What follows belongs to an exercise in optimizing a design on an open flow for small area, a short achievable clock period and few clock cycles; a production flow would make more cautious choices. Function was checked by simulation only, so behaviour that the tests miss may differ from the original. Power is estimated from default activity; no workload was simulated.

Design CHIP, start of the top module:
module CHIP (	clk,
				rst_n,
				mem_read_D,
				mem_write_D,
				mem_addr_D,
				mem_wdata_D,
				mem_rdata_D,
				mem_ready_D,
				mem_read_I,
				mem_write_I,
				mem_addr_I,
				mem_wdata_I,
				mem_rdata_I,
				mem_ready_I,
				DCACHE_addr,
				DCACHE_wdata,
				DCACHE_wen,
				DCACHE_stall
			);
For scale: ~8,000 cells after synthesis, roughly 2,100 flip-flops, about 640 I/O pins.
export LEC_CHECK = 0
export CAP_MARGIN = 60
export CORE_MARGIN = 2
export CORE_UTILIZATION = 50
export CTS_CLUSTER_DIAMETER = 80
export CTS_CLUSTER_SIZE = 20
export SLEW_MARGIN = 60
export TNS_END_PERCENT = 20
create_clock -name core_clock -period 11.0 [get_ports {clk}]
standard.sh (not shown) runs the stock make flow with config.mk's settings and CLKGATE_MAP_FILE= SYNTH_SCRIPT=/design/flow/synth_recipe.tcl, a recipe that flattens the netlist after the stock synthesis.
==> flow/flow/run.sh <==
#!/bin/bash
# Layout flow: the standard ORFS flow (standard.sh), with the standard
# synthesis unchanged, port buffers of buf_2 cells and a larger setup margin
# for ORFS's timing repair in the later steps. Each step's full output goes
# to its own log in this folder (and ORFS's per-step logs under orfs/logs).
set -uo pipefail
bash standard.sh synth > synth.log 2>&1 || exit 1
bash standard.sh SETUP_SLACK_MARGIN=7 "BUFFER_PORTS_ARGS=-buffer_cell sky130_fd_sc_hd__buf_2" finish > layout.log 2>&1 || exit 1
Testbench counts at the start, summed over its fixed seeds: cycles 361,684.
Edit:
--- a/flow/design.v
+++ b/flow/design.v
@@ -362,17 +362,16 @@
 reg  [31:0] EX_sd;             
 reg  [26:0] EX_alt;           
 reg  [4:0]  EX_rd;
 reg         EX_we, EX_load, EX_store, EX_sub, EX_sra, EX_left;
 reg         EX_radd, EX_rslt, EX_rxor, EX_ror, EX_rand, EX_rsh, EX_rlink;    
 reg         EX_jalr, EX_branch, EX_bne, EX_pred;    
 reg         MEM_valid;
 reg  [31:0] MEM_res, MEM_b;
-reg  [29:0] MEM_sa;            
 reg  [4:0]  MEM_rd;
 reg         MEM_we, MEM_load, MEM_store;
 reg         MEM_st;            
 reg  [31:0] rf [1:31];
 wire        m_stall, m_miss, m_stdone, m_stwait, m_sbhold, m_ltake, lp_fill;
 wire [31:0] lp_data;
 reg  [4:0]  lp_rd;             
 wire        wconf;
@@ -591,20 +590,17 @@
         MEM_res   <= ex_all;
         MEM_rd    <= EX_rd;
         MEM_we    <= EX_we;
         MEM_load  <= EX_load;
         MEM_store <= EX_store;
     end
 end
 always @(posedge clk) begin
-    if (EX_valid && EX_store && !front_hold) begin
-        MEM_b  <= EX_sd;
-        MEM_sa <= sum[31:2];
-    end
+    if (EX_valid && EX_store && !front_hold) MEM_b <= EX_sd;
 end
 assign wconf = lp_fill & MEM_valid & MEM_we;
 wire [31:0] wr_data = lp_fill ? lp_data : mem_res;
 genvar r;
 generate
     for (r = 1; r < 32; r = r + 1) begin : g_rf
         wire we_mem = MEM_valid & MEM_we & (MEM_rd == r);
         wire we_lp  = (lp_rd == r);
@@ -615,13 +611,13 @@
 endgenerate
 always @(posedge clk) begin
     if (rst)                     lp_rd <= 5'd0;
     else if (m_ltake)            lp_rd <= MEM_we ? MEM_rd : 5'd0;
     else if (lp_fill)            lp_rd <= 5'd0;    
     else if (MEM_valid && MEM_we && MEM_rd == lp_rd)
                                  lp_rd <= 5'd0;    
 end
-assign DCACHE_addr  = MEM_sa;
+assign DCACHE_addr  = MEM_res[31:2];
 assign DCACHE_wdata = bswap(MEM_b);
 assign DCACHE_wen   = MEM_st;
 assign DCACHE_stall = m_stwait;
 endmodule
What happened: The changed run finished with timing, DRC and antenna clean; sequential share of layout area is lower by 0.13 points; clock power is about the same; clock skew is higher by 0.010 ns; non-clock buffer count is lower by 7; worst setup slack improves by 0.087 ns; global-route usage is lower by 0.76 points; power is lower slightly; routed wire length is lower by a few percent.
Testbench counts after the change, summed over its fixed seeds: cycles 361,684.

--- another note on this design; it stands on its own ---

Setup of main:
Design CHIP, start of the top module:
module CHIP (	clk,
				rst_n,
				mem_read_D,
				mem_write_D,
				mem_addr_D,
				mem_wdata_D,
				mem_rdata_D,
				mem_ready_D,
				mem_read_I,
				mem_write_I,
				mem_addr_I,
				mem_wdata_I,
				mem_rdata_I,
				mem_ready_I,
				DCACHE_addr,
				DCACHE_wdata,
				DCACHE_wen,
				DCACHE_stall
			);
input			clk, rst_n;
output			mem_read_D;
output			mem_write_D;
output	[31:4]	mem_addr_D;
output	[127:0]	mem_wdata_D;
input	[127:0]	mem_rdata_D;
input			mem_ready_D;
output			mem_read_I;
output			mem_write_I;
output	[31:4]	mem_addr_I;
output	[127:0]	mem_wdata_I;
input	[127:0]	mem_rdata_I;
input			mem_ready_I;
output	[29:0]	DCACHE_addr;
output	[31:0]	DCACHE_wdata;
output			DCACHE_wen;
output			DCACHE_stall;
	RISCV_Pipeline i_RISCV(
		.clk         (clk),
		.rst_n       (rst_n),
		.mem_read_D  (mem_read_D),
		.mem_write_D (mem_write_D),
		.mem_addr_D  (mem_addr_D),
		.mem_wdata_D (mem_wdata_D),
		.mem_rdata_D (mem_rdata_D),
		.mem_ready_D (mem_ready_D),
		.mem_read_I  (mem_read_I),
		.mem_addr_I  (mem_addr_I),
		.mem_rdata_I (mem_rdata_I),
		.mem_ready_I (mem_ready_I),
		.DCACHE_addr (DCACHE_addr),
		.DCACHE_wdata(DCACHE_wdata),
		.DCACHE_wen  (DCACHE_wen),
		.DCACHE_stall(DCACHE_stall)
	);
	assign mem_write_I = 1'b0;
	assign mem_wdata_I = 128'd0;
endmodule
clock: 11.0 ns
lec_check: 0
cap_margin: 60
core_margin: 2
core_utilization: 50
cts_cluster_diameter: 80
cts_cluster_size: 20
slew_margin: 60
standard.sh (not shown) runs the stock make flow with config.mk's settings and CLKGATE_MAP_FILE= SYNTH_SCRIPT=/design/flow/synth_recipe.tcl, a recipe that flattens the netlist after the stock synthesis.
==> flow/flow/run.sh <==
#!/bin/bash
# Layout flow: the standard ORFS flow (standard.sh), with the standard
# synthesis unchanged, port buffers of buf_2 cells and a larger setup margin
# for ORFS's timing repair in the later steps. Each step's full output goes
# to its own log in this folder (and ORFS's per-step logs under orfs/logs).
set -uo pipefail
bash standard.sh synth > synth.log 2>&1 || exit 1
bash standard.sh SETUP_SLACK_MARGIN=7 "BUFFER_PORTS_ARGS=-buffer_cell sky130_fd_sc_hd__buf_2" finish > layout.log 2>&1 || exit 1
Testbench counts of main, summed over its fixed seeds: cycles 375,983.
diff inputs: main => the feature branch
Settings: setting PLACE_DENSITY to 0.7 for the first time; changing CORE_UTILIZATION from 50 to 55; setting TNS_END_PERCENT to 20 for the first time.
Results
The feature branch: register-to-register slack 0.26 ns below main. Total number of vias: the feature branch vs main up about 2%. For power of the combinational group, main and the feature branch come out practically identical. The feature branch ended with every stage complete and zero timing, DRC or antenna violations. The feature branch vs main, design area went down by 950 um2.

* * *

Another version of the RTL of CHIP (not shown whole).
For scale: about 8000 cells after synthesis, roughly 2100 flip-flops, about 640 I/O pins, ~0.10 mm^2 of cells after synthesis.
clock: 11.0 ns
lec_check: 0
cap_margin: 60
core_margin: 2
core_utilization: 60
cts_cluster_diameter: 80
cts_cluster_size: 20
slew_margin: 60
Scripts as last shown in full above: flow/flow/run.sh
Testbench counts at the start, summed over its fixed seeds: cycles 378,604.
Next try:
Settings changed: CORE_UTILIZATION 60 to 55, PLACE_DENSITY from default to 0.7.
=> The changed run completed without violations; power goes up by 1.0%; via count decreases by 0.43%; routed wire length rose by about 1.4%; first-iteration DRC count went down by 0.43%.

-- port drivers added, routing unchanged --
No port has a modelled driver above. Below, the same layouts with a new extraction and two added sets of constraints. Step 1 sets driving cells, clkbuf_16 on the clock port and buf_2 on the other inputs (assumed; they add their load-dependent delay and slew). Step 2 also shifts input and output timing later by t, the mid clock arrival at the registers, as if the neighbouring blocks saw the same clock. a / b / c = ideal ports / drivers / drivers and shift; a / b = the first two.
run	t, ns	setup WS [ns]	hold slack, ns
the first run of note 1	0.951	6.804 / 6.804 / 6.563	0.424 / 0.424 / 0.424
the second run of note 1	0.949	6.891 / 6.799 / 6.179	0.419 / 0.419 / 0.419
main	0.938	6.885 / 6.885 / 6.054	0.426 / 0.426 / 0.426
the feature branch	0.927	6.629 / 6.629 / 5.858	0.415 / 0.415 / 0.415
the first run of note 3	0.956	6.768 / 6.768 / 6.024	0.413 / 0.413 / 0.413
the second run of note 3	0.943	6.916 / 6.854 / 6.097	0.400 / 0.400 / 0.400
After both steps setup and hold are still met in every run listed. The setup slack of main, which loses most, moves by 0.000 ns with the drivers and by -0.831 ns with both steps.
